This design comes from an exercise in tuning for a short achievable clock period and few clock cycles on the open sky130 flow, not from production work.
In this exercise RTL edits were held to simulation tests only and were not proved equivalent to the original.
Power is estimated from default activity; no workload was simulated.

Setup of the baseline:
## mipse
module mipse(
input clk, rst_n,
input [32-1:0] instr,
input [32-1:0] readdata,
output reg [32-1:0] pc,
output [32-1:0] aluout,
output [32-1:0] writedata,
output memwrite);
reg [32-1:0] instrD, pcplus4D;
wire stall, mispredE, predD;
wire [32-1:0] pcplus4F = pc + 4;
wire [32-1:0] targetD, redirE;
always @(posedge clk or negedge rst_n) begin
  if (!rst_n) pc <= 0;
  else if (mispredE) pc <= redirE;
  else if (!stall) pc <= predD ? targetD : pcplus4F;
end
always @(posedge clk or negedge rst_n) begin
  if (!rst_n) begin
    instrD <= 0;
    pcplus4D <= 0;
  end else if (!stall) begin
    instrD <= mispredE ? 32'b0 : instr;
    pcplus4D <= pcplus4F;
  end
end
wire [6-1:0] opD = instrD[31:26];
wire [5-1:0] rsD = instrD[25:21], rtD = instrD[20:16], rdD = instrD[15:11];
wire [5:0] fnD = instrD[5:0];
wire [16-1:0] immD = instrD[15:0];
wire rtypeD = (opD == 6'b000000);
wire r_aluD = rtypeD & (fnD[5:3] == 3'b100);
wire r_logD = r_aluD & fnD[2];
wire multD = rtypeD & (fnD == 6'b011000);
wire lwD = (opD == 6'b100011);
wire swD = (opD == 6'b101011);
wire gradeD = (opD == 6'b101100);
wire luiD = (opD == 6'b001111);
wire addiD = (opD == 6'b001000);
wire oriD = (opD == 6'b001101);
wire sltiD = (opD == 6'b001010);
wire beqD = (opD == 6'b000100);
wire bneD = (opD == 6'b000101);
wire branchD = beqD | bneD;
wire [5-1:0] dstD = rtypeD ? rdD : rtD;
wire wrD = (lwD | r_aluD | multD | luiD | addiD | oriD | sltiD) & (dstD != 0);
wire memwD = swD | gradeD;
wire subD = (r_aluD & ~fnD[2] & fnD[1]) | sltiD;
wire logicD = r_logD | oriD | luiD;
wire [2:0] lselD = r_aluD ? {1'b0, fnD[1:0]} : oriD ? 3'd1 : 3'd4;
wire [32-1:0] immxD = oriD ? {16'b0, immD} :
                           luiD ? {immD, 16'b0} :
                           {{16{immD[15]}}, immD};
wire [32-1:0] sextD = {{16{immD[15]}}, immD};
assign targetD = pcplus4D + {sextD[29:0], 2'b00};
assign predD = branchD & immD[15];
wire usesA = ~luiD;
  ...
==> flow/config.mk <==
export PLATFORM = sky130hd
export DESIGN_NAME = mipse
export DESIGN_NICKNAME = mipse
export VERILOG_FILES = /design/flow/design.v
export SDC_FILE = /design/flow/constraint.sdc
export NUM_CORES = 4
export LEC_CHECK = 0
export CAP_MARGIN = 20
export CORE_MARGIN = 2
export CORE_UTILIZATION = 40
export SLEW_MARGIN = 20
==> flow/constraint.sdc <==
create_clock -name core_clock -period 10.0 [get_ports {clk}]
set_input_delay 2.0000 -clock core_clock [delete_from_list [all_inputs] [get_ports {clk}]]
set_output_delay 2.0000 -clock core_clock [all_outputs]
set_load 0.01 [all_outputs]
standard.sh (not shown) runs the stock make flow with config.mk's settings and CLKGATE_MAP_FILE= SYNTH_SCRIPT=/design/flow/synth_recipe.tcl, a recipe that flattens the netlist after the stock synthesis.
==> flow/flow/run.sh <==
#!/bin/bash
set -euo pipefail
cd "$(dirname "$0")/.."
MARGIN=$(cat flow/margin.txt)
bash standard.sh SETUP_SLACK_MARGIN=$MARGIN finish > make_finish.log 2>&1
==> flow/flow/margin.txt <==
6.5
The baseline finished every step from synthesis to the final layout, and the layout passed the timing, DRC and antenna checks.
Testbench counts of the baseline, summed over its fixed seeds: cycles 16,224.
The following lists how the candidate was set up differently from the baseline:
- an added SETUP_SLACK_MARGIN of 5
==> flow/run.sh (new file) <==
#!/bin/bash
# synth_recipe.tcl (not shown) runs the flow's synth.tcl, then flattens the netlist and writes it again
# the make line also repeats each setting of config.mk as NAME=value (left out here)
make -C /OpenROAD-flow-scripts/flow DESIGN_CONFIG=/design/flow/config.mk WORK_HOME=/design/flow/orfs CLKGATE_MAP_FILE= SYNTH_SCRIPT=/design/flow/synth_recipe.tcl finish
removed: flow/flow/run.sh
removed: flow/flow/margin.txt
removed: flow/standard.sh
Results
Looking at met2 routed wirelength across the candidate and the baseline, the one that comes out higher is the baseline.
From the candidate to the baseline, total standard cell area after synthesis did not move at all.
Diff the baseline -> the candidate: period utilization went up 4.0 points; power consumption went down 20%; number of clock buffer instances in the layout went up 15; stage delay of the slowest cell on the critical path went up 0.17 ns.
The lower wire length of the first global-routing pass of the candidate and the baseline is in the candidate.
Comparing the two runs side by side, the candidate comes out behind the baseline on setup slack.
The candidate vs the baseline, number of ordinary inverters in the final layout went down by about 0.5%.
Compared with the baseline, the candidate ends up with less cell area.
STATUS minimum setup slack among reg-to-reg paths: the candidate loses against the baseline
Run comparison: the candidate destination of the critical timing path resultW[26]; the baseline destination of the critical timing path resultW[28]

[re-timing with driven ports]
The results above use ideal ports. As a check the final layouts listed here were re-extracted and re-timed, cells and wires unchanged.
Step 1: set_driving_cell puts a clkbuf_16 on clk and a buf_2 on each other input, an assumption about the parent block.
Step 2 also shifts input and output timing later by t, the mid clock arrival at the registers, as if the neighbouring blocks saw the same clock.
a / b / c = no drivers / after step 1 / after step 2; a / b = the first two.
| run | shift t [ns] | slack for setup (ns) | hold WS [ns] | clock arrival spread, ns |
|---|---|---|---|---|
| the baseline | 0.909 | 5.419 / 5.419 / 5.419 | 0.351 / 0.351 / 0.351 | 0.048 / 0.049 |
| the candidate | 0.916 | 5.022 / 5.022 / 5.022 | 0.361 / 0.361 / 0.361 | 0.034 / 0.034 |
After both steps setup and hold are still met in every run listed.
